Background: an optimization exercise with open tools, aiming at small area. Do not read the settings as production practice. RTL that was checked went through simulation tests only; none was proved equivalent to the original. Function not checked in run 2: the RTL went through the layout flow alone. Power and IR drop assume default switching activity.

## flow/design.v (module list and top-level ports; edited modules follow where they fit)
// module GAIN_MUL: 1819 lines
// module FA: 4 lines
// module HA: 4 lines
// module IIR_SUM: 6373 lines
// module MAF_SUM: 148 lines
// module SonarOnChip: 147 lines
module SonarOnChip(
    input wire wb_clk_i,
    input wire wb_rst_i,
    input wire wbs_stb_i,
    input wire wbs_cyc_i,
    input wire wbs_we_i,
    input wire [3:0] wbs_sel_i,
    input wire [31:0] wbs_dat_i,
    input wire [31:0] wbs_adr_i,
    output wire wbs_ack_o,
    output wire [31:0] wbs_dat_o,
    input wire  [37:0] io_in,
    output wire [37:0] io_out,
    output wire [37:0] io_oeb
  );
  // ...
==> flow/run.sh <==
#!/bin/bash
# synth_recipe.tcl (not shown) runs the flow's synth.tcl, then flattens the netlist and writes it again
# the make line also repeats each setting of config.mk as NAME=value (left out here)
make -C /OpenROAD-flow-scripts/flow DESIGN_CONFIG=/design/flow/config.mk WORK_HOME=/design/flow/orfs CLKGATE_MAP_FILE= SYNTH_SCRIPT=/design/flow/synth_recipe.tcl finish
==> flow/config.mk <==
export PLATFORM = sky130hd
export DESIGN_NAME = SonarOnChip
export DESIGN_NICKNAME = SonarOnChip
export VERILOG_FILES = /design/flow/design.v
export SDC_FILE = /design/flow/constraint.sdc
export NUM_CORES = 4
export LEC_CHECK = 0
export CAP_MARGIN = 20
export CORE_MARGIN = 2
export CORE_UTILIZATION = 65
export PLACE_DENSITY = 0.75
export SLEW_MARGIN = 20
export SYNTH_HIERARCHICAL = 1
export SYNTH_MINIMUM_KEEP_SIZE = 0
==> flow/constraint.sdc <==
create_clock -name core_clock -period 12.0 [get_ports {wb_clk_i}]
set_input_delay 2.4000 -clock core_clock [delete_from_list [all_inputs] [get_ports {wb_clk_i}]]
set_output_delay 2.4000 -clock core_clock [all_outputs]
set_load 0.01 [all_outputs]
==> run summary, run 1 <==
Max power group - the clock network
Aggregate global routing overflow - 0
CTS Root Buffer Type - clkbuf_16
Die area - 100000 um^2
Hold_sp - d3[5]$_DFF_P_
RSZ-0062 raised after global routing - no
Fill count - 7275
Vias in the first global route - 53400
Top Metal Used - met5
Grt met3 use - 35.0%
Wirelength per Cell - 35.5 um
Post-DRT Antenna Nets - 0
Crit Path Max Fanout - 8
Status - timing/DRC/antenna clean
CTS Buf Count - 66
Final core occ - 70.0%
Power Dens Cells - 60.5 nW/um^2
Die Y - 316 um
GR Util All Layers - 54.3%
Worst hold slack - 0.321 ns
Placeable Area - 96700 um^2
Met2 Usage GRT - 69.5%
Share of cells above drive strength 1 - 7.29%
Reg power frac - 45.0%
Worst-case clock buffer depth - 3
Flop2flop setup slack - 0.43 ns
Drt drc - 0
Non-clk buf share - 4.29%
==> module SonarOnChip, before the edit <==
module SonarOnChip(
    input wire wb_clk_i,
    input wire wb_rst_i,
    input wire wbs_stb_i,
    input wire wbs_cyc_i,
    input wire wbs_we_i,
    input wire [3:0] wbs_sel_i,
    input wire [31:0] wbs_dat_i,
    input wire [31:0] wbs_adr_i,
    output wire wbs_ack_o,
    output wire [31:0] wbs_dat_o,
    input wire  [37:0] io_in,
    output wire [37:0] io_out,
    output wire [37:0] io_oeb
  );
  wire clk = wb_clk_i;
  wire rst = wb_rst_i;
  assign io_oeb = 38'h00FFFF0000;
  reg        wbs_done;
  reg [15:0] control, a0, a1, a2, b1, b2, amp;
  reg [31:0] threshold;
  reg [31:0] rdata;
  wire       wb_valid = wbs_cyc_i & wbs_stb_i;
  wire [3:0] adr = wbs_adr_i[5:2];
  assign wbs_ack_o = wbs_done;
  assign wbs_dat_o = rdata;
  always @(posedge clk) begin
    if (rst) begin
      wbs_done <= 1'b0;
      control <= 16'd0; a0 <= 16'd0; a1 <= 16'd0; a2 <= 16'd0;
      b1 <= 16'd0; b2 <= 16'd0; amp <= 16'd0; threshold <= 32'd0;
    end else begin
      wbs_done <= wb_valid;
      if (wb_valid && wbs_we_i)
        case (adr)
          4'd0: control   <= wbs_dat_i[15:0];
          4'd1: a0        <= wbs_dat_i[15:0];
          4'd2: a1        <= wbs_dat_i[15:0];
          4'd3: a2        <= wbs_dat_i[15:0];
          4'd4: b1        <= wbs_dat_i[15:0];
          4'd5: b2        <= wbs_dat_i[15:0];
          4'd6: amp       <= wbs_dat_i[15:0];
          4'd7: threshold <= wbs_dat_i;
          default: ;
        endcase
    end
  end
  reg [3:0] div_cnt;
  reg       mclk;
  always @(posedge clk) begin
    if (rst) begin
      div_cnt <= 4'd0;
      mclk <= 1'b0;
    end else if (div_cnt == 4'd8) begin
      div_cnt <= 4'd0;
      mclk <= ~mclk;
    end else
      div_cnt <= div_cnt + 4'd1;
  end
  reg [31:0] sr;
  reg [15:0] acc;
  reg [3:0]  dec_cnt;
  reg [15:0] cic_out;
  wire mic = io_in[0];
  wire up = mclk & mic & ~sr[31];
  wire dn = mclk & ~mic & sr[31];
  wire [15:0] acc_next = acc + {{15{dn}}, up | dn};
  always @(posedge clk) begin
    if (rst) begin
      sr <= 32'd0;
      acc <= 16'd0;
      dec_cnt <= 4'd0;
      cic_out <= 16'd0;
    end else begin
      acc <= acc_next;
      if (mclk) begin
        sr <= {sr[30:0], mic};
        if (dec_cnt == 4'd10)
          dec_cnt <= 4'd11;
        else if (dec_cnt == 4'd11) begin
          dec_cnt <= 4'd2;
          cic_out <= acc;
        end else
          dec_cnt <= dec_cnt + 4'd1;
      end
    end
  end
  reg [15:0] pcm;
  always @(posedge clk)
    if (rst) pcm <= 16'd0;
    else if (control[0]) pcm <= cic_out;
  reg [15:0] X1, X2, Y1, Y2;
  reg [31:0] Y;
  wire [31:0] iir_sn;
  IIR_SUM u_iir(.X(pcm), .X1(X1), .X2(X2), .Y1(Y1), .Y2(Y2),
                .a0(a0), .a1(a1), .a2(a2), .b1(b1), .b2(b2), .Sn(iir_sn));
  always @(posedge clk) begin
    if (rst) begin
      X1 <= 16'd0; X2 <= 16'd0; Y1 <= 16'd0; Y2 <= 16'd0; Y <= 32'd0;
    end else begin
      X1 <= pcm; X2 <= X1; Y1 <= Y[15:0]; Y2 <= Y1; Y <= ~iir_sn;
    end
  end
  wire [31:0] mul_i = io_in[4] ? {{16{pcm[15]}}, pcm} : Y;
  wire [31:0] mn;
  GAIN_MUL u_gain(.mi(mul_i), .amp(amp), .mn(mn));
  wire [30:0] x = mn[30:0] ^ {31{mn[31]}};
  reg [30:0] d1, d2, d3, d4, d5;
  reg [5:1]  v;
  reg [29:0] maf;
  wire [31:0] maf_sn;
  MAF_SUM u_maf(.d4(d4), .d5(d5), .v4(v[4]), .v5(v[5]), .sn(maf_sn));
  always @(posedge clk) begin
    d1 <= x; d2 <= d1; d3 <= d2; d4 <= d3; d5 <= d4;
  end
  always @(posedge clk) begin
    if (rst) begin
      v <= 5'd0;
      maf <= 30'd0;
    end else begin
      v <= {v[4:1], 1'b1};
      maf <= ~maf_sn[31:2];
    end
  end
  wire detect = {2'b00, maf} >= threshold;
  assign io_out = {21'd0, detect, 14'd0, mclk, 1'b0};
  always @(posedge clk) begin
    if (rst)
      rdata <= 32'd0;
    else
      case (adr)
        4'd0:  rdata <= {16'd0, control};
        4'd1:  rdata <= {16'd0, a0};
        4'd2:  rdata <= {16'd0, a1};
        4'd3:  rdata <= {16'd0, a2};
        4'd4:  rdata <= {16'd0, b1};
        4'd5:  rdata <= {16'd0, b2};
        4'd6:  rdata <= {16'd0, amp};
        4'd7:  rdata <= threshold;
        4'd8:  rdata <= {16'd0, pcm};
        4'd9:  rdata <= Y;
        4'd10: rdata <= {2'b00, maf};
        4'd11: rdata <= {30'd0, mclk, detect};
        default: rdata <= 32'd0;
      endcase
  end
endmodule
==> inputs of run 2 (changes only) <==
--- a/flow/design.v
+++ b/flow/design.v
@@ -1821,18 +1821,18 @@
   assign s = a ^ b ^ ci;
   assign co = (a & b) | (a & ci) | (b & ci);
 endmodule
 module HA(input wire a, input wire b, output wire s, output wire co);
   assign s = a ^ b;
   assign co = a & b;
 endmodule
 module IIR_SUM(
-  input  wire [15:0] X, X1, X2, Y1, Y2,
-  input  wire [15:0] a0, a1, a2, b1, b2,
+  input  wire [15:0] X, X1, X2, Y1n, Y2,
+  input  wire [15:0] a0, a1, a2, b1n, b2,
   output wire [31:0] Sn);
   wire i_p1;
   wire i_p2;
   wire i_p3;
   wire i_p4;
   wire i_p5;
   wire i_p6;
   wire i_p7;
@@ -6391,272 +6391,272 @@
   assign i_p761 = ~(X2[15] & a2[8]);
   assign i_p762 = ~(X2[15] & a2[9]);
   assign i_p763 = ~(X2[15] & a2[10]);
   assign i_p764 = ~(X2[15] & a2[11]);
   assign i_p765 = ~(X2[15] & a2[12]);
   assign i_p766 = ~(X2[15] & a2[13]);
   assign i_p767 = ~(X2[15] & a2[14]);
   assign i_p768 = ~(X2[15] & a2[15]);
-  assign i_p769 = (Y1[0] & b1[0]);
-  assign i_p770 = (Y1[0] & b1[1]);
-  assign i_p771 = (Y1[0] & b1[2]);
-  assign i_p772 = (Y1[0] & b1[3]);
-  assign i_p773 = (Y1[0] & b1[4]);
-  assign i_p774 = (Y1[0] & b1[5]);
-  assign i_p775 = (Y1[0] & b1[6]);
-  assign i_p776 = (Y1[0] & b1[7]);
-  assign i_p777 = (Y1[0] & b1[8]);
-  assign i_p778 = (Y1[0] & b1[9]);
-  assign i_p779 = (Y1[0] & b1[10]);
-  assign i_p780 = (Y1[0] & b1[11]);
-  assign i_p781 = (Y1[0] & b1[12]);
-  assign i_p782 = (Y1[0] & b1[13]);
-  assign i_p783 = (Y1[0] & b1[14]);
-  assign i_p784 = (Y1[0] & b1[15]);
-  assign i_p785 = (Y1[1] & b1[0]);
-  assign i_p786 = (Y1[1] & b1[1]);
-  assign i_p787 = (Y1[1] & b1[2]);
-  assign i_p788 = (Y1[1] & b1[3]);
-  assign i_p789 = (Y1[1] & b1[4]);
-  assign i_p790 = (Y1[1] & b1[5]);
-  assign i_p791 = (Y1[1] & b1[6]);
-  assign i_p792 = (Y1[1] & b1[7]);
-  assign i_p793 = (Y1[1] & b1[8]);
-  assign i_p794 = (Y1[1] & b1[9]);
-  assign i_p795 = (Y1[1] & b1[10]);
-  assign i_p796 = (Y1[1] & b1[11]);
-  assign i_p797 = (Y1[1] & b1[12]);
-  assign i_p798 = (Y1[1] & b1[13]);
-  assign i_p799 = (Y1[1] & b1[14]);
-  assign i_p800 = (Y1[1] & b1[15]);
-  assign i_p801 = (Y1[2] & b1[0]);
-  assign i_p802 = (Y1[2] & b1[1]);
-  assign i_p803 = (Y1[2] & b1[2]);
-  assign i_p804 = (Y1[2] & b1[3]);
-  assign i_p805 = (Y1[2] & b1[4]);
-  assign i_p806 = (Y1[2] & b1[5]);
-  assign i_p807 = (Y1[2] & b1[6]);
-  assign i_p808 = (Y1[2] & b1[7]);
-  assign i_p809 = (Y1[2] & b1[8]);
-  assign i_p810 = (Y1[2] & b1[9]);
-  assign i_p811 = (Y1[2] & b1[10]);
-  assign i_p812 = (Y1[2] & b1[11]);
-  assign i_p813 = (Y1[2] & b1[12]);
-  assign i_p814 = (Y1[2] & b1[13]);
-  assign i_p815 = (Y1[2] & b1[14]);
-  assign i_p816 = (Y1[2] & b1[15]);
-  assign i_p817 = (Y1[3] & b1[0]);
-  assign i_p818 = (Y1[3] & b1[1]);
-  assign i_p819 = (Y1[3] & b1[2]);
-  assign i_p820 = (Y1[3] & b1[3]);
-  assign i_p821 = (Y1[3] & b1[4]);
-  assign i_p822 = (Y1[3] & b1[5]);
-  assign i_p823 = (Y1[3] & b1[6]);
-  assign i_p824 = (Y1[3] & b1[7]);
-  assign i_p825 = (Y1[3] & b1[8]);
-  assign i_p826 = (Y1[3] & b1[9]);
-  assign i_p827 = (Y1[3] & b1[10]);
-  assign i_p828 = (Y1[3] & b1[11]);
-  assign i_p829 = (Y1[3] & b1[12]);
-  assign i_p830 = (Y1[3] & b1[13]);
-  assign i_p831 = (Y1[3] & b1[14]);
-  assign i_p832 = (Y1[3] & b1[15]);
-  assign i_p833 = (Y1[4] & b1[0]);
-  assign i_p834 = (Y1[4] & b1[1]);
-  assign i_p835 = (Y1[4] & b1[2]);
-  assign i_p836 = (Y1[4] & b1[3]);
-  assign i_p837 = (Y1[4] & b1[4]);
-  assign i_p838 = (Y1[4] & b1[5]);
-  assign i_p839 = (Y1[4] & b1[6]);
-  assign i_p840 = (Y1[4] & b1[7]);
-  assign i_p841 = (Y1[4] & b1[8]);
-  assign i_p842 = (Y1[4] & b1[9]);
-  assign i_p843 = (Y1[4] & b1[10]);
-  assign i_p844 = (Y1[4] & b1[11]);
-  assign i_p845 = (Y1[4] & b1[12]);
-  assign i_p846 = (Y1[4] & b1[13]);
-  assign i_p847 = (Y1[4] & b1[14]);
-  assign i_p848 = (Y1[4] & b1[15]);
-  assign i_p849 = (Y1[5] & b1[0]);
-  assign i_p850 = (Y1[5] & b1[1]);
-  assign i_p851 = (Y1[5] & b1[2]);
-  assign i_p852 = (Y1[5] & b1[3]);
-  assign i_p853 = (Y1[5] & b1[4]);
-  assign i_p854 = (Y1[5] & b1[5]);
-  assign i_p855 = (Y1[5] & b1[6]);
-  assign i_p856 = (Y1[5] & b1[7]);
-  assign i_p857 = (Y1[5] & b1[8]);
-  assign i_p858 = (Y1[5] & b1[9]);
-  assign i_p859 = (Y1[5] & b1[10]);
-  assign i_p860 = (Y1[5] & b1[11]);
-  assign i_p861 = (Y1[5] & b1[12]);
-  assign i_p862 = (Y1[5] & b1[13]);
-  assign i_p863 = (Y1[5] & b1[14]);
-  assign i_p864 = (Y1[5] & b1[15]);
-  assign i_p865 = (Y1[6] & b1[0]);
-  assign i_p866 = (Y1[6] & b1[1]);
-  assign i_p867 = (Y1[6] & b1[2]);
-  assign i_p868 = (Y1[6] & b1[3]);
-  assign i_p869 = (Y1[6] & b1[4]);
-  assign i_p870 = (Y1[6] & b1[5]);
-  assign i_p871 = (Y1[6] & b1[6]);
-  assign i_p872 = (Y1[6] & b1[7]);
-  assign i_p873 = (Y1[6] & b1[8]);
-  assign i_p874 = (Y1[6] & b1[9]);
-  assign i_p875 = (Y1[6] & b1[10]);
-  assign i_p876 = (Y1[6] & b1[11]);
-  assign i_p877 = (Y1[6] & b1[12]);
-  assign i_p878 = (Y1[6] & b1[13]);
-  assign i_p879 = (Y1[6] & b1[14]);
-  assign i_p880 = (Y1[6] & b1[15]);
-  assign i_p881 = (Y1[7] & b1[0]);
-  assign i_p882 = (Y1[7] & b1[1]);
-  assign i_p883 = (Y1[7] & b1[2]);
-  assign i_p884 = (Y1[7] & b1[3]);
-  assign i_p885 = (Y1[7] & b1[4]);
-  assign i_p886 = (Y1[7] & b1[5]);
-  assign i_p887 = (Y1[7] & b1[6]);
-  assign i_p888 = (Y1[7] & b1[7]);
-  assign i_p889 = (Y1[7] & b1[8]);
-  assign i_p890 = (Y1[7] & b1[9]);
-  assign i_p891 = (Y1[7] & b1[10]);
-  assign i_p892 = (Y1[7] & b1[11]);
-  assign i_p893 = (Y1[7] & b1[12]);
-  assign i_p894 = (Y1[7] & b1[13]);
-  assign i_p895 = (Y1[7] & b1[14]);
-  assign i_p896 = (Y1[7] & b1[15]);
-  assign i_p897 = (Y1[8] & b1[0]);
-  assign i_p898 = (Y1[8] & b1[1]);
-  assign i_p899 = (Y1[8] & b1[2]);
-  assign i_p900 = (Y1[8] & b1[3]);
-  assign i_p901 = (Y1[8] & b1[4]);
-  assign i_p902 = (Y1[8] & b1[5]);
-  assign i_p903 = (Y1[8] & b1[6]);
-  assign i_p904 = (Y1[8] & b1[7]);
-  assign i_p905 = (Y1[8] & b1[8]);
-  assign i_p906 = (Y1[8] & b1[9]);
-  assign i_p907 = (Y1[8] & b1[10]);
-  assign i_p908 = (Y1[8] & b1[11]);
-  assign i_p909 = (Y1[8] & b1[12]);
-  assign i_p910 = (Y1[8] & b1[13]);
-  assign i_p911 = (Y1[8] & b1[14]);
-  assign i_p912 = (Y1[8] & b1[15]);
-  assign i_p913 = (Y1[9] & b1[0]);
-  assign i_p914 = (Y1[9] & b1[1]);
-  assign i_p915 = (Y1[9] & b1[2]);
-  assign i_p916 = (Y1[9] & b1[3]);
-  assign i_p917 = (Y1[9] & b1[4]);
-  assign i_p918 = (Y1[9] & b1[5]);
-  assign i_p919 = (Y1[9] & b1[6]);
-  assign i_p920 = (Y1[9] & b1[7]);
-  assign i_p921 = (Y1[9] & b1[8]);
-  assign i_p922 = (Y1[9] & b1[9]);
-  assign i_p923 = (Y1[9] & b1[10]);
-  assign i_p924 = (Y1[9] & b1[11]);
-  assign i_p925 = (Y1[9] & b1[12]);
-  assign i_p926 = (Y1[9] & b1[13]);
-  assign i_p927 = (Y1[9] & b1[14]);
-  assign i_p928 = (Y1[9] & b1[15]);
-  assign i_p929 = (Y1[10] & b1[0]);
-  assign i_p930 = (Y1[10] & b1[1]);
-  assign i_p931 = (Y1[10] & b1[2]);
-  assign i_p932 = (Y1[10] & b1[3]);
-  assign i_p933 = (Y1[10] & b1[4]);
-  assign i_p934 = (Y1[10] & b1[5]);
-  assign i_p935 = (Y1[10] & b1[6]);
-  assign i_p936 = (Y1[10] & b1[7]);
-  assign i_p937 = (Y1[10] & b1[8]);
-  assign i_p938 = (Y1[10] & b1[9]);
-  assign i_p939 = (Y1[10] & b1[10]);
-  assign i_p940 = (Y1[10] & b1[11]);
-  assign i_p941 = (Y1[10] & b1[12]);
-  assign i_p942 = (Y1[10] & b1[13]);
-  assign i_p943 = (Y1[10] & b1[14]);
-  assign i_p944 = (Y1[10] & b1[15]);
-  assign i_p945 = (Y1[11] & b1[0]);
-  assign i_p946 = (Y1[11] & b1[1]);
-  assign i_p947 = (Y1[11] & b1[2]);
-  assign i_p948 = (Y1[11] & b1[3]);
-  assign i_p949 = (Y1[11] & b1[4]);
-  assign i_p950 = (Y1[11] & b1[5]);
-  assign i_p951 = (Y1[11] & b1[6]);
-  assign i_p952 = (Y1[11] & b1[7]);
-  assign i_p953 = (Y1[11] & b1[8]);
-  assign i_p954 = (Y1[11] & b1[9]);
-  assign i_p955 = (Y1[11] & b1[10]);
-  assign i_p956 = (Y1[11] & b1[11]);
-  assign i_p957 = (Y1[11] & b1[12]);
-  assign i_p958 = (Y1[11] & b1[13]);
-  assign i_p959 = (Y1[11] & b1[14]);
-  assign i_p960 = (Y1[11] & b1[15]);
-  assign i_p961 = (Y1[12] & b1[0]);
-  assign i_p962 = (Y1[12] & b1[1]);
-  assign i_p963 = (Y1[12] & b1[2]);
-  assign i_p964 = (Y1[12] & b1[3]);
-  assign i_p965 = (Y1[12] & b1[4]);
-  assign i_p966 = (Y1[12] & b1[5]);
-  assign i_p967 = (Y1[12] & b1[6]);
-  assign i_p968 = (Y1[12] & b1[7]);
-  assign i_p969 = (Y1[12] & b1[8]);
-  assign i_p970 = (Y1[12] & b1[9]);
-  assign i_p971 = (Y1[12] & b1[10]);
-  assign i_p972 = (Y1[12] & b1[11]);
-  assign i_p973 = (Y1[12] & b1[12]);
-  assign i_p974 = (Y1[12] & b1[13]);
-  assign i_p975 = (Y1[12] & b1[14]);
-  assign i_p976 = (Y1[12] & b1[15]);
-  assign i_p977 = (Y1[13] & b1[0]);
-  assign i_p978 = (Y1[13] & b1[1]);
-  assign i_p979 = (Y1[13] & b1[2]);
-  assign i_p980 = (Y1[13] & b1[3]);
-  assign i_p981 = (Y1[13] & b1[4]);
-  assign i_p982 = (Y1[13] & b1[5]);
-  assign i_p983 = (Y1[13] & b1[6]);
-  assign i_p984 = (Y1[13] & b1[7]);
-  assign i_p985 = (Y1[13] & b1[8]);
-  assign i_p986 = (Y1[13] & b1[9]);
-  assign i_p987 = (Y1[13] & b1[10]);
-  assign i_p988 = (Y1[13] & b1[11]);
-  assign i_p989 = (Y1[13] & b1[12]);
-  assign i_p990 = (Y1[13] & b1[13]);
-  assign i_p991 = (Y1[13] & b1[14]);
-  assign i_p992 = (Y1[13] & b1[15]);
-  assign i_p993 = (Y1[14] & b1[0]);
-  assign i_p994 = (Y1[14] & b1[1]);
-  assign i_p995 = (Y1[14] & b1[2]);
-  assign i_p996 = (Y1[14] & b1[3]);
-  assign i_p997 = (Y1[14] & b1[4]);
-  assign i_p998 = (Y1[14] & b1[5]);
-  assign i_p999 = (Y1[14] & b1[6]);
-  assign i_p1000 = (Y1[14] & b1[7]);
-  assign i_p1001 = (Y1[14] & b1[8]);
-  assign i_p1002 = (Y1[14] & b1[9]);
-  assign i_p1003 = (Y1[14] & b1[10]);
-  assign i_p1004 = (Y1[14] & b1[11]);
-  assign i_p1005 = (Y1[14] & b1[12]);
-  assign i_p1006 = (Y1[14] & b1[13]);
-  assign i_p1007 = (Y1[14] & b1[14]);
-  assign i_p1008 = (Y1[14] & b1[15]);
-  assign i_p1009 = (Y1[15] & b1[0]);
-  assign i_p1010 = (Y1[15] & b1[1]);
-  assign i_p1011 = (Y1[15] & b1[2]);
-  assign i_p1012 = (Y1[15] & b1[3]);
-  assign i_p1013 = (Y1[15] & b1[4]);
-  assign i_p1014 = (Y1[15] & b1[5]);
-  assign i_p1015 = (Y1[15] & b1[6]);
-  assign i_p1016 = (Y1[15] & b1[7]);
-  assign i_p1017 = (Y1[15] & b1[8]);
-  assign i_p1018 = (Y1[15] & b1[9]);
-  assign i_p1019 = (Y1[15] & b1[10]);
-  assign i_p1020 = (Y1[15] & b1[11]);
-  assign i_p1021 = (Y1[15] & b1[12]);
-  assign i_p1022 = (Y1[15] & b1[13]);
-  assign i_p1023 = (Y1[15] & b1[14]);
-  assign i_p1024 = (Y1[15] & b1[15]);
+  assign i_p769 = ~(Y1n[0] | b1n[0]);
+  assign i_p770 = ~(Y1n[0] | b1n[1]);
+  assign i_p771 = ~(Y1n[0] | b1n[2]);
+  assign i_p772 = ~(Y1n[0] | b1n[3]);
+  assign i_p773 = ~(Y1n[0] | b1n[4]);
+  assign i_p774 = ~(Y1n[0] | b1n[5]);
+  assign i_p775 = ~(Y1n[0] | b1n[6]);
+  assign i_p776 = ~(Y1n[0] | b1n[7]);
+  assign i_p777 = ~(Y1n[0] | b1n[8]);
+  assign i_p778 = ~(Y1n[0] | b1n[9]);
+  assign i_p779 = ~(Y1n[0] | b1n[10]);
+  assign i_p780 = ~(Y1n[0] | b1n[11]);
+  assign i_p781 = ~(Y1n[0] | b1n[12]);
+  assign i_p782 = ~(Y1n[0] | b1n[13]);
+  assign i_p783 = ~(Y1n[0] | b1n[14]);
+  assign i_p784 = ~(Y1n[0] | b1n[15]);
+  assign i_p785 = ~(Y1n[1] | b1n[0]);
+  assign i_p786 = ~(Y1n[1] | b1n[1]);
+  assign i_p787 = ~(Y1n[1] | b1n[2]);
+  assign i_p788 = ~(Y1n[1] | b1n[3]);
+  assign i_p789 = ~(Y1n[1] | b1n[4]);
+  assign i_p790 = ~(Y1n[1] | b1n[5]);
+  assign i_p791 = ~(Y1n[1] | b1n[6]);
+  assign i_p792 = ~(Y1n[1] | b1n[7]);
+  assign i_p793 = ~(Y1n[1] | b1n[8]);
+  assign i_p794 = ~(Y1n[1] | b1n[9]);
+  assign i_p795 = ~(Y1n[1] | b1n[10]);
+  assign i_p796 = ~(Y1n[1] | b1n[11]);
+  assign i_p797 = ~(Y1n[1] | b1n[12]);
+  assign i_p798 = ~(Y1n[1] | b1n[13]);
+  assign i_p799 = ~(Y1n[1] | b1n[14]);
+  assign i_p800 = ~(Y1n[1] | b1n[15]);
+  assign i_p801 = ~(Y1n[2] | b1n[0]);
+  assign i_p802 = ~(Y1n[2] | b1n[1]);
+  assign i_p803 = ~(Y1n[2] | b1n[2]);
+  assign i_p804 = ~(Y1n[2] | b1n[3]);
+  assign i_p805 = ~(Y1n[2] | b1n[4]);
+  assign i_p806 = ~(Y1n[2] | b1n[5]);
+  assign i_p807 = ~(Y1n[2] | b1n[6]);
+  assign i_p808 = ~(Y1n[2] | b1n[7]);
+  assign i_p809 = ~(Y1n[2] | b1n[8]);
+  assign i_p810 = ~(Y1n[2] | b1n[9]);
+  assign i_p811 = ~(Y1n[2] | b1n[10]);
+  assign i_p812 = ~(Y1n[2] | b1n[11]);
+  assign i_p813 = ~(Y1n[2] | b1n[12]);
+  assign i_p814 = ~(Y1n[2] | b1n[13]);
+  assign i_p815 = ~(Y1n[2] | b1n[14]);
+  assign i_p816 = ~(Y1n[2] | b1n[15]);
+  assign i_p817 = ~(Y1n[3] | b1n[0]);
+  assign i_p818 = ~(Y1n[3] | b1n[1]);
+  assign i_p819 = ~(Y1n[3] | b1n[2]);
+  assign i_p820 = ~(Y1n[3] | b1n[3]);
+  assign i_p821 = ~(Y1n[3] | b1n[4]);
+  assign i_p822 = ~(Y1n[3] | b1n[5]);
+  assign i_p823 = ~(Y1n[3] | b1n[6]);
+  assign i_p824 = ~(Y1n[3] | b1n[7]);
+  assign i_p825 = ~(Y1n[3] | b1n[8]);
+  assign i_p826 = ~(Y1n[3] | b1n[9]);
+  assign i_p827 = ~(Y1n[3] | b1n[10]);
+  assign i_p828 = ~(Y1n[3] | b1n[11]);
+  assign i_p829 = ~(Y1n[3] | b1n[12]);
+  assign i_p830 = ~(Y1n[3] | b1n[13]);
+  assign i_p831 = ~(Y1n[3] | b1n[14]);
+  assign i_p832 = ~(Y1n[3] | b1n[15]);
+  assign i_p833 = ~(Y1n[4] | b1n[0]);
+  assign i_p834 = ~(Y1n[4] | b1n[1]);
+  assign i_p835 = ~(Y1n[4] | b1n[2]);
+  assign i_p836 = ~(Y1n[4] | b1n[3]);
+  assign i_p837 = ~(Y1n[4] | b1n[4]);
+  assign i_p838 = ~(Y1n[4] | b1n[5]);
+  assign i_p839 = ~(Y1n[4] | b1n[6]);
+  assign i_p840 = ~(Y1n[4] | b1n[7]);
+  assign i_p841 = ~(Y1n[4] | b1n[8]);
+  assign i_p842 = ~(Y1n[4] | b1n[9]);
+  assign i_p843 = ~(Y1n[4] | b1n[10]);
+  assign i_p844 = ~(Y1n[4] | b1n[11]);
+  assign i_p845 = ~(Y1n[4] | b1n[12]);
+  assign i_p846 = ~(Y1n[4] | b1n[13]);
+  assign i_p847 = ~(Y1n[4] | b1n[14]);
+  assign i_p848 = ~(Y1n[4] | b1n[15]);
+  assign i_p849 = ~(Y1n[5] | b1n[0]);
+  assign i_p850 = ~(Y1n[5] | b1n[1]);
+  assign i_p851 = ~(Y1n[5] | b1n[2]);
+  assign i_p852 = ~(Y1n[5] | b1n[3]);
+  assign i_p853 = ~(Y1n[5] | b1n[4]);
+  assign i_p854 = ~(Y1n[5] | b1n[5]);
+  assign i_p855 = ~(Y1n[5] | b1n[6]);
+  assign i_p856 = ~(Y1n[5] | b1n[7]);
+  assign i_p857 = ~(Y1n[5] | b1n[8]);
+  assign i_p858 = ~(Y1n[5] | b1n[9]);
+  assign i_p859 = ~(Y1n[5] | b1n[10]);
+  assign i_p860 = ~(Y1n[5] | b1n[11]);
+  assign i_p861 = ~(Y1n[5] | b1n[12]);
+  assign i_p862 = ~(Y1n[5] | b1n[13]);
+  assign i_p863 = ~(Y1n[5] | b1n[14]);
+  assign i_p864 = ~(Y1n[5] | b1n[15]);
+  assign i_p865 = ~(Y1n[6] | b1n[0]);
+  assign i_p866 = ~(Y1n[6] | b1n[1]);
+  assign i_p867 = ~(Y1n[6] | b1n[2]);
+  assign i_p868 = ~(Y1n[6] | b1n[3]);
+  assign i_p869 = ~(Y1n[6] | b1n[4]);
+  assign i_p870 = ~(Y1n[6] | b1n[5]);
+  assign i_p871 = ~(Y1n[6] | b1n[6]);
+  assign i_p872 = ~(Y1n[6] | b1n[7]);
+  assign i_p873 = ~(Y1n[6] | b1n[8]);
+  assign i_p874 = ~(Y1n[6] | b1n[9]);
+  assign i_p875 = ~(Y1n[6] | b1n[10]);
+  assign i_p876 = ~(Y1n[6] | b1n[11]);
+  assign i_p877 = ~(Y1n[6] | b1n[12]);
+  assign i_p878 = ~(Y1n[6] | b1n[13]);
+  assign i_p879 = ~(Y1n[6] | b1n[14]);
+  assign i_p880 = ~(Y1n[6] | b1n[15]);
+  assign i_p881 = ~(Y1n[7] | b1n[0]);
+  assign i_p882 = ~(Y1n[7] | b1n[1]);
+  assign i_p883 = ~(Y1n[7] | b1n[2]);
+  assign i_p884 = ~(Y1n[7] | b1n[3]);
+  assign i_p885 = ~(Y1n[7] | b1n[4]);
+  assign i_p886 = ~(Y1n[7] | b1n[5]);
+  assign i_p887 = ~(Y1n[7] | b1n[6]);
+  assign i_p888 = ~(Y1n[7] | b1n[7]);
+  assign i_p889 = ~(Y1n[7] | b1n[8]);
+  assign i_p890 = ~(Y1n[7] | b1n[9]);
+  assign i_p891 = ~(Y1n[7] | b1n[10]);
+  assign i_p892 = ~(Y1n[7] | b1n[11]);
+  assign i_p893 = ~(Y1n[7] | b1n[12]);
+  assign i_p894 = ~(Y1n[7] | b1n[13]);
+  assign i_p895 = ~(Y1n[7] | b1n[14]);
+  assign i_p896 = ~(Y1n[7] | b1n[15]);
+  assign i_p897 = ~(Y1n[8] | b1n[0]);
+  assign i_p898 = ~(Y1n[8] | b1n[1]);
+  assign i_p899 = ~(Y1n[8] | b1n[2]);
+  assign i_p900 = ~(Y1n[8] | b1n[3]);
+  assign i_p901 = ~(Y1n[8] | b1n[4]);
+  assign i_p902 = ~(Y1n[8] | b1n[5]);
+  assign i_p903 = ~(Y1n[8] | b1n[6]);
+  assign i_p904 = ~(Y1n[8] | b1n[7]);
+  assign i_p905 = ~(Y1n[8] | b1n[8]);
+  assign i_p906 = ~(Y1n[8] | b1n[9]);
+  assign i_p907 = ~(Y1n[8] | b1n[10]);
+  assign i_p908 = ~(Y1n[8] | b1n[11]);
+  assign i_p909 = ~(Y1n[8] | b1n[12]);
+  assign i_p910 = ~(Y1n[8] | b1n[13]);
+  assign i_p911 = ~(Y1n[8] | b1n[14]);
+  assign i_p912 = ~(Y1n[8] | b1n[15]);
+  assign i_p913 = ~(Y1n[9] | b1n[0]);
+  assign i_p914 = ~(Y1n[9] | b1n[1]);
+  assign i_p915 = ~(Y1n[9] | b1n[2]);
+  assign i_p916 = ~(Y1n[9] | b1n[3]);
+  assign i_p917 = ~(Y1n[9] | b1n[4]);
+  assign i_p918 = ~(Y1n[9] | b1n[5]);
+  assign i_p919 = ~(Y1n[9] | b1n[6]);
+  assign i_p920 = ~(Y1n[9] | b1n[7]);
+  assign i_p921 = ~(Y1n[9] | b1n[8]);
+  assign i_p922 = ~(Y1n[9] | b1n[9]);
+  assign i_p923 = ~(Y1n[9] | b1n[10]);
+  assign i_p924 = ~(Y1n[9] | b1n[11]);
+  assign i_p925 = ~(Y1n[9] | b1n[12]);
+  assign i_p926 = ~(Y1n[9] | b1n[13]);
+  assign i_p927 = ~(Y1n[9] | b1n[14]);
+  assign i_p928 = ~(Y1n[9] | b1n[15]);
+  assign i_p929 = ~(Y1n[10] | b1n[0]);
+  assign i_p930 = ~(Y1n[10] | b1n[1]);
+  assign i_p931 = ~(Y1n[10] | b1n[2]);
+  assign i_p932 = ~(Y1n[10] | b1n[3]);
+  assign i_p933 = ~(Y1n[10] | b1n[4]);
+  assign i_p934 = ~(Y1n[10] | b1n[5]);
+  assign i_p935 = ~(Y1n[10] | b1n[6]);
+  assign i_p936 = ~(Y1n[10] | b1n[7]);
+  assign i_p937 = ~(Y1n[10] | b1n[8]);
+  assign i_p938 = ~(Y1n[10] | b1n[9]);
+  assign i_p939 = ~(Y1n[10] | b1n[10]);
+  assign i_p940 = ~(Y1n[10] | b1n[11]);
+  assign i_p941 = ~(Y1n[10] | b1n[12]);
+  assign i_p942 = ~(Y1n[10] | b1n[13]);
+  assign i_p943 = ~(Y1n[10] | b1n[14]);
+  assign i_p944 = ~(Y1n[10] | b1n[15]);
+  assign i_p945 = ~(Y1n[11] | b1n[0]);
+  assign i_p946 = ~(Y1n[11] | b1n[1]);
+  assign i_p947 = ~(Y1n[11] | b1n[2]);
+  assign i_p948 = ~(Y1n[11] | b1n[3]);
+  assign i_p949 = ~(Y1n[11] | b1n[4]);
+  assign i_p950 = ~(Y1n[11] | b1n[5]);
+  assign i_p951 = ~(Y1n[11] | b1n[6]);
+  assign i_p952 = ~(Y1n[11] | b1n[7]);
+  assign i_p953 = ~(Y1n[11] | b1n[8]);
+  assign i_p954 = ~(Y1n[11] | b1n[9]);
+  assign i_p955 = ~(Y1n[11] | b1n[10]);
+  assign i_p956 = ~(Y1n[11] | b1n[11]);
+  assign i_p957 = ~(Y1n[11] | b1n[12]);
+  assign i_p958 = ~(Y1n[11] | b1n[13]);
+  assign i_p959 = ~(Y1n[11] | b1n[14]);
+  assign i_p960 = ~(Y1n[11] | b1n[15]);
+  assign i_p961 = ~(Y1n[12] | b1n[0]);
+  assign i_p962 = ~(Y1n[12] | b1n[1]);
+  assign i_p963 = ~(Y1n[12] | b1n[2]);
+  assign i_p964 = ~(Y1n[12] | b1n[3]);
+  assign i_p965 = ~(Y1n[12] | b1n[4]);
+  assign i_p966 = ~(Y1n[12] | b1n[5]);
+  assign i_p967 = ~(Y1n[12] | b1n[6]);
+  assign i_p968 = ~(Y1n[12] | b1n[7]);
+  assign i_p969 = ~(Y1n[12] | b1n[8]);
+  assign i_p970 = ~(Y1n[12] | b1n[9]);
+  assign i_p971 = ~(Y1n[12] | b1n[10]);
+  assign i_p972 = ~(Y1n[12] | b1n[11]);
+  assign i_p973 = ~(Y1n[12] | b1n[12]);
+  assign i_p974 = ~(Y1n[12] | b1n[13]);
+  assign i_p975 = ~(Y1n[12] | b1n[14]);
+  assign i_p976 = ~(Y1n[12] | b1n[15]);
+  assign i_p977 = ~(Y1n[13] | b1n[0]);
+  assign i_p978 = ~(Y1n[13] | b1n[1]);
+  assign i_p979 = ~(Y1n[13] | b1n[2]);
+  assign i_p980 = ~(Y1n[13] | b1n[3]);
+  assign i_p981 = ~(Y1n[13] | b1n[4]);
+  assign i_p982 = ~(Y1n[13] | b1n[5]);
+  assign i_p983 = ~(Y1n[13] | b1n[6]);
+  assign i_p984 = ~(Y1n[13] | b1n[7]);
+  assign i_p985 = ~(Y1n[13] | b1n[8]);
+  assign i_p986 = ~(Y1n[13] | b1n[9]);
+  assign i_p987 = ~(Y1n[13] | b1n[10]);
+  assign i_p988 = ~(Y1n[13] | b1n[11]);
+  assign i_p989 = ~(Y1n[13] | b1n[12]);
+  assign i_p990 = ~(Y1n[13] | b1n[13]);
+  assign i_p991 = ~(Y1n[13] | b1n[14]);
+  assign i_p992 = ~(Y1n[13] | b1n[15]);
+  assign i_p993 = ~(Y1n[14] | b1n[0]);
+  assign i_p994 = ~(Y1n[14] | b1n[1]);
+  assign i_p995 = ~(Y1n[14] | b1n[2]);
+  assign i_p996 = ~(Y1n[14] | b1n[3]);
+  assign i_p997 = ~(Y1n[14] | b1n[4]);
+  assign i_p998 = ~(Y1n[14] | b1n[5]);
+  assign i_p999 = ~(Y1n[14] | b1n[6]);
+  assign i_p1000 = ~(Y1n[14] | b1n[7]);
+  assign i_p1001 = ~(Y1n[14] | b1n[8]);
+  assign i_p1002 = ~(Y1n[14] | b1n[9]);
+  assign i_p1003 = ~(Y1n[14] | b1n[10]);
+  assign i_p1004 = ~(Y1n[14] | b1n[11]);
+  assign i_p1005 = ~(Y1n[14] | b1n[12]);
+  assign i_p1006 = ~(Y1n[14] | b1n[13]);
+  assign i_p1007 = ~(Y1n[14] | b1n[14]);
+  assign i_p1008 = ~(Y1n[14] | b1n[15]);
+  assign i_p1009 = ~(Y1n[15] | b1n[0]);
+  assign i_p1010 = ~(Y1n[15] | b1n[1]);
+  assign i_p1011 = ~(Y1n[15] | b1n[2]);
+  assign i_p1012 = ~(Y1n[15] | b1n[3]);
+  assign i_p1013 = ~(Y1n[15] | b1n[4]);
+  assign i_p1014 = ~(Y1n[15] | b1n[5]);
+  assign i_p1015 = ~(Y1n[15] | b1n[6]);
+  assign i_p1016 = ~(Y1n[15] | b1n[7]);
+  assign i_p1017 = ~(Y1n[15] | b1n[8]);
+  assign i_p1018 = ~(Y1n[15] | b1n[9]);
+  assign i_p1019 = ~(Y1n[15] | b1n[10]);
+  assign i_p1020 = ~(Y1n[15] | b1n[11]);
+  assign i_p1021 = ~(Y1n[15] | b1n[12]);
+  assign i_p1022 = ~(Y1n[15] | b1n[13]);
+  assign i_p1023 = ~(Y1n[15] | b1n[14]);
+  assign i_p1024 = ~(Y1n[15] | b1n[15]);
   assign i_p1025 = ~(Y2[0] & b2[0]);
   assign i_p1026 = ~(Y2[0] & b2[1]);
   assign i_p1027 = ~(Y2[0] & b2[2]);
   assign i_p1028 = ~(Y2[0] & b2[3]);
   assign i_p1029 = ~(Y2[0] & b2[4]);
   assign i_p1030 = ~(Y2[0] & b2[5]);
   assign i_p1031 = ~(Y2[0] & b2[6]);
   assign i_p1032 = ~(Y2[0] & b2[7]);
@@ -8360,43 +8360,37 @@
     input wire  [37:0] io_in,
     output wire [37:0] io_out,
     output wire [37:0] io_oeb
   );
   wire clk = wb_clk_i;
   wire rst = wb_rst_i;
   assign io_oeb = 38'h00FFFF0000;
   reg        wbs_done;
-  reg [15:0] control, a0, a1, a2, b1, b2, amp;
+  reg [15:0] control, a0, a1, a2, b2, amp;
   reg [31:0] threshold;
   reg [31:0] rdata;
   wire       wb_valid = wbs_cyc_i & wbs_stb_i;
   wire [3:0] adr = wbs_adr_i[5:2];
   assign wbs_ack_o = wbs_done;
   assign wbs_dat_o = rdata;
+  wire        wr = wb_valid & wbs_we_i;
+  wire [31:0] wdat = wbs_dat_i & {32{~rst}};
+  reg  [15:0] b1n;
+  wire [15:0] b1 = ~b1n;
   always @(posedge clk) begin
-    if (rst) begin
-      wbs_done <= 1'b0;
-      control <= 16'd0; a0 <= 16'd0; a1 <= 16'd0; a2 <= 16'd0;
-      b1 <= 16'd0; b2 <= 16'd0; amp <= 16'd0; threshold <= 32'd0;
-    end else begin
-      wbs_done <= wb_valid;
-      if (wb_valid && wbs_we_i)
-        case (adr)
-          4'd0: control   <= wbs_dat_i[15:0];
-          4'd1: a0        <= wbs_dat_i[15:0];
-          4'd2: a1        <= wbs_dat_i[15:0];
-          4'd3: a2        <= wbs_dat_i[15:0];
-          4'd4: b1        <= wbs_dat_i[15:0];
-          4'd5: b2        <= wbs_dat_i[15:0];
-          4'd6: amp       <= wbs_dat_i[15:0];
-          4'd7: threshold <= wbs_dat_i;
-          default: ;
-        endcase
-    end
+    wbs_done <= wb_valid & ~rst;
+    if (rst | (wr & (adr == 4'd0))) control   <= wdat[15:0];
+    if (rst | (wr & (adr == 4'd1))) a0        <= wdat[15:0];
+    if (rst | (wr & (adr == 4'd2))) a1        <= wdat[15:0];
+    if (rst | (wr & (adr == 4'd3))) a2        <= wdat[15:0];
+    if (rst | (wr & (adr == 4'd4))) b1n       <= ~wdat[15:0];
+    if (rst | (wr & (adr == 4'd5))) b2        <= wdat[15:0];
+    if (rst | (wr & (adr == 4'd6))) amp       <= wdat[15:0];
+    if (rst | (wr & (adr == 4'd7))) threshold <= wdat;
   end
   reg [3:0] div_cnt;
   reg       mclk;
   always @(posedge clk) begin
     if (rst) begin
       div_cnt <= 4'd0;
       mclk <= 1'b0;
     end else if (div_cnt == 4'd8) begin
@@ -8407,17 +8401,29 @@
   end
   reg [31:0] sr;
   reg [15:0] acc;
   reg [3:0]  dec_cnt;
   reg [15:0] cic_out;
   wire mic = io_in[0];
   wire up = mclk & mic & ~sr[31];
   wire dn = mclk & ~mic & sr[31];
-  wire [15:0] acc_next = acc + {{15{dn}}, up | dn};
+  wire [15:0] acc_next;
+  wire [15:0] acc_c;
+  HA u_acc0(.a(acc[0]), .b(up | dn), .s(acc_next[0]), .co(acc_c[1]));
+  genvar j;
+  generate
+    for (j = 1; j < 16; j = j + 1) begin : g_acc
+      if (j < 15) begin : g_fa
+        FA u_fa(.a(acc[j]), .b(dn), .ci(acc_c[j]), .s(acc_next[j]), .co(acc_c[j+1]));
+      end else begin : g_top
+        assign acc_next[j] = acc[j] ^ dn ^ acc_c[j];
+      end
+    end
+  endgenerate
   always @(posedge clk) begin
     if (rst) begin
       sr <= 32'd0;
       acc <= 16'd0;
       dec_cnt <= 4'd0;
       cic_out <= 16'd0;
     end else begin
       acc <= acc_next;
@@ -8432,26 +8438,26 @@
           dec_cnt <= dec_cnt + 4'd1;
       end
     end
   end
   reg [15:0] pcm;
   always @(posedge clk)
     if (rst) pcm <= 16'd0;
     else if (control[0]) pcm <= cic_out;
-  reg [15:0] X1, X2, Y1, Y2;
+  reg [15:0] X1, X2, Y1n, Y2;
   reg [31:0] Y;
   wire [31:0] iir_sn;
-  IIR_SUM u_iir(.X(pcm), .X1(X1), .X2(X2), .Y1(Y1), .Y2(Y2),
-                .a0(a0), .a1(a1), .a2(a2), .b1(b1), .b2(b2), .Sn(iir_sn));
+  IIR_SUM u_iir(.X(pcm), .X1(X1), .X2(X2), .Y1n(Y1n), .Y2(Y2),
+                .a0(a0), .a1(a1), .a2(a2), .b1n(b1n), .b2(b2), .Sn(iir_sn));
   always @(posedge clk) begin
     if (rst) begin
-      X1 <= 16'd0; X2 <= 16'd0; Y1 <= 16'd0; Y2 <= 16'd0; Y <= 32'd0;
+      X1 <= 16'd0; X2 <= 16'd0; Y1n <= 16'hffff; Y2 <= 16'd0; Y <= 32'd0;
     end else begin
-      X1 <= pcm; X2 <= X1; Y1 <= Y[15:0]; Y2 <= Y1; Y <= ~iir_sn;
+      X1 <= pcm; X2 <= X1; Y1n <= ~Y[15:0]; Y2 <= ~Y1n; Y <= ~iir_sn;
     end
   end
   wire [31:0] mul_i = io_in[4] ? {{16{pcm[15]}}, pcm} : Y;
   wire [31:0] mn;
   GAIN_MUL u_gain(.mi(mul_i), .amp(amp), .mn(mn));
   wire [30:0] x = mn[30:0] ^ {31{mn[31]}};
   reg [30:0] d1, d2, d3, d4, d5;
   reg [5:1]  v;
@@ -8465,17 +8471,25 @@
     if (rst) begin
       v <= 5'd0;
       maf <= 30'd0;
     end else begin
       v <= {v[4:1], 1'b1};
       maf <= ~maf_sn[31:2];
     end
   end
-  wire detect = {2'b00, maf} >= threshold;
+  wire [30:0] cmp_c;
+  assign cmp_c[0] = 1'b1;
+  genvar k;
+  generate
+    for (k = 0; k < 30; k = k + 1) begin : g_cmp
+      assign cmp_c[k+1] = (maf[k] & ~threshold[k]) | (maf[k] & cmp_c[k]) | (~threshold[k] & cmp_c[k]);
+    end
+  endgenerate
+  wire detect = cmp_c[30] & ~threshold[30] & ~threshold[31];
   assign io_out = {21'd0, detect, 14'd0, mclk, 1'b0};
   always @(posedge clk) begin
     if (rst)
       rdata <= 32'd0;
     else
       case (adr)
         4'd0:  rdata <= {16'd0, control};
         4'd1:  rdata <= {16'd0, a0};
==> flow/config.mk (replaced) <==
export PLATFORM = sky130hd
export DESIGN_NAME = SonarOnChip
export DESIGN_NICKNAME = SonarOnChip
export VERILOG_FILES = /design/flow/design.v
export SDC_FILE = /design/flow/constraint.sdc
export NUM_CORES = 4
export LEC_CHECK = 0
export CAP_MARGIN = 20
export CORE_MARGIN = 2
export CORE_UTILIZATION = 70
export CTS_BUF_LIST = sky130_fd_sc_hd__clkbuf_4 sky130_fd_sc_hd__clkbuf_8
export PLACE_DENSITY = 0.8
export SLEW_MARGIN = 20
export SYNTH_HIERARCHICAL = 1
export SYNTH_MINIMUM_KEEP_SIZE = 0
==> run summary, run 2 <==
Worst Path Required - 12.64 ns (was 12.51 ns)
Die extent in x - 301 um (was 316 um)
Final setup violation count - 0 (unchanged)
Final period utilization - 96.9% (was 96.4%)
H-tree lvl count - 3 (unchanged)
Ys Warns - 7 (unchanged)
CP Capture Type - flop (unchanged)
Netlist Area Pre-Place - 61900 um^2 (was 63400 um^2)
CP dominant cell by count - fa_1 (unchanged)
Max_slew headroom - 20.1% (was 11.8%)
Placeable Area - 88000 um^2 (was 96700 um^2)
Share of cells above drive strength 1 - 8.01% (was 7.29%)
CTS tree - yes (unchanged)
RSZ-0062 raised after global routing - no (unchanged)
Die Y - 301 um (was 316 um)
GR Util All Layers - 52.3% (was 54.3%)
CTS Hold Bufs - 0 (unchanged)
Critical Path AT - 12.27 ns (was 12.07 ns)
DRT iter0 DRCs - 8736 (was 9027)
Nets - 7378 (was 7883)
TNS Setup - 0 ns (unchanged)
Multi-input gate area - 46500 um^2 (was 49300 um^2)
Post-cts resize count - 0 (unchanged)
Final hold vios - 0 (unchanged)
Crit Path Max Fanout - 5 (was 8)
Fill count - 5997 (was 7275)
Mapped Avg Cell Area - 10.9 um^2 (was 10.3 um^2)
# rows - 109 (was 114)
Clock sinks - 552 (unchanged)
CP Class - reg -> reg (unchanged)
HPWL Detailed - 171000 um (was 196000 um)
Most frequent cells in the layout - 1605 x nand2_1, 1599 x fa_1, 422 x nor2_1, 406 x dfxtp_1, 226 x buf_4 (was 1855 x nand2_1, 1586 x fa_1, 550 x dfxtp_1, 275 x buf_4, 271 x and2_1)
Layout overhead on the synthesized area - 6.08% (was 6.81%)
Gate Count Post-Synth - 5701 (was 6170)
Ports - 220 (unchanged)
Non-Filler Instances - 6821 (was 7434)
HP Class - reg -> reg (unchanged)
Min cycle time layout - 11.63 ns (was 11.57 ns)
Final core occ - 74.6% (was 70.0%)
Pre-Repair DR Iteration Count - 13 (was 11)
Power Dens Cells - 278 nW/um^2 (was 60.5 nW/um^2)
Drt drc - 0 (unchanged)
CTS Root Buffer Type - clkbuf_8 (was clkbuf_16)
Die area - 90800 um^2 (was 100000 um^2)
Post CTS Setup Buffer Count - 0 (unchanged)
Worst Setup Start Kind - flop (unchanged)
Placed Instances - 6642 (was 7251)
Wirelength per Cell - 33.6 um (was 35.5 um)
P_leak - 18.2 nW (about the same)
CTS Buf Count - 91 (was 66)
First-pass GRT wire length - 334000 um (was 375000 um)
Gpl congestion - 1.13 (was 1.17)
Post-DRT Antenna Nets - 0 (unchanged)
Register area - 12500 um^2 (was 11100 um^2)
Clk latency of the worst-skew pair - 0.83 ns (was 0.66 ns)
Port buffer count - 77 (unchanged)
DRT Wirelength - 229000 um (was 264000 um)
Aggregate global routing overflow - 0 (unchanged)
Vias in the first global route - 50900 (was 53400)
Reg clk slew, reported paths - 0.06 ns (about the same)
Initial antenna violation count - 15 (was 46)
Commonest non-fill, non-tap cell in the layout - nand2_1 (unchanged)
CP max-delay cell - dfxtp_1 (was or4b_2)
Via count - 47900 (was 52100)
Max Cap Viol - 0 (unchanged)
Worst hold slack - 0.318 ns (was 0.321 ns)
Status - timing/DRC/antenna clean (unchanged)
Setup Skew - 0.0913 ns (was 0.0290 ns)
Worst-case clock buffer depth - 3 (unchanged)
Final slew viol count - 0 (unchanged)
Worst-Margin Slew - 1.20 ns (was 1.32 ns)
Maximum vdd drop - 2720 uV (was 112 uV)
Initial Util - 70.3% (was 65.6%)
CP peak stage delay - 0.80 ns (was 0.71 ns)
Via density - 7.02 (was 7.01)
Fmax - 86.0 MHz (was 86.4 MHz)
Largest net degree at the start of global routing - 103 (was 206)
[run 2: worst paths after layout]
kind | from | end | slack, ns | cells past startpoint
hold / removal | d3[25]$_DFF_P_ | d4[25]$_DFF_P_ | 0.32 | 0
hold reg to reg | d3[25]$_DFF_P_ | d4[25]$_DFF_P_ | 0.32 | 0
setup reg to reg | X2[2]$_SDFF_PP0_ | Y[28]$_SDFF_PP0_ | 0.37 | 28
setup / recovery | X2[2]$_SDFF_PP0_ | Y[28]$_SDFF_PP0_ | 0.37 | 28
[run 2: cell type report]
class | instances | share of cell area (%)
Antenna cell | 12 | 0.0458
Clock buffer | 138 | 2.70
Clock inverter | 28 | 0.591
Inverter | 133 | 0.761
Multi-Input combinational cell | 4488 | 70.8
Sequential cell | 552 | 19.0
Tap cell | 1165 | 2.22
Timing Repair Buffer | 305 | 3.82
[run 2: layer usage]
layer / track usage [%] / vias to the layer above / wire [um]
met5: 5.03 / - / 736
met4: 38.7 / 34 / 24500
met3: 31.0 / 1811 / 42900
met2: 70.2 / 5345 / 91500
met1: 61.2 / 23500 / 69800
li1: - / 17200 / -
[run 2: metrics by stage]
stage,area (um^2),setup WS (ns),power (mW)
global placement,63400,0.411,15.2
floorplan,62100,0.374,11.6
global route,65600,0.278,19.1
finish,65600,0.374,18.2
CTS,65600,0.672,17.6
detailed placement,63400,0.284,15.5
[run 2: power by group]
group | switching (mW) | total, mW | internal [mW] | leakage [nW]
Sequential | 0.221 | 2.73 | 2.51 | 4.75
Combinational | 8.17 | 13.5 | 5.35 | 12.4
Clock | 0.852 | 1.98 | 1.13 | 1.13
[run 2: worst max-delay path, delay by kind of cell, from the launching register on]
| kind | cells | cell delay, ns |
|---|---|---|
| AOI/OAI and AO/OA | 2 | 0.38 |
| xor gates and xnor gates | 1 | 0.13 |
| adders and majority gates | 20 | 8.87 |
| DFF | 1 | 0.80 |
| and+or+nand+nor | 5 | 1.32 |

-- static timing again, ports no longer ideal --
No port has a modelled driver above. Below, the same layouts with a new extraction and two added sets of constraints.
Step 1, drivers: a clkbuf_16 drives wb_clk_i and a buf_2 each remaining input, both assumed.
Step 2 adds t to the input delays and takes it off the output delays; t is the mean of the earliest and latest rising clock arrival at the registers after step 1. Input paths then give back, and output paths get back, about the clock's delay inside the block.
Three values: ideal ports, drivers, drivers and shift; two values: the first two.
run	shift t [ns]	slack for setup (ns)	worst register clock-pin slew, ns	cell pins on the clock port's net
run 1	0.724	0.431 / 0.431 / -0.276	0.07 / 0.07	1
run 2	0.867	0.374 / 0.374 / 0.016	0.08 / 0.08	1
Met with ideal ports but missed after step 2: setup timing in run 1. For run 1, which loses most, drivers alone change the setup slack by 0.000 ns; drivers and shift together by -0.707 ns.
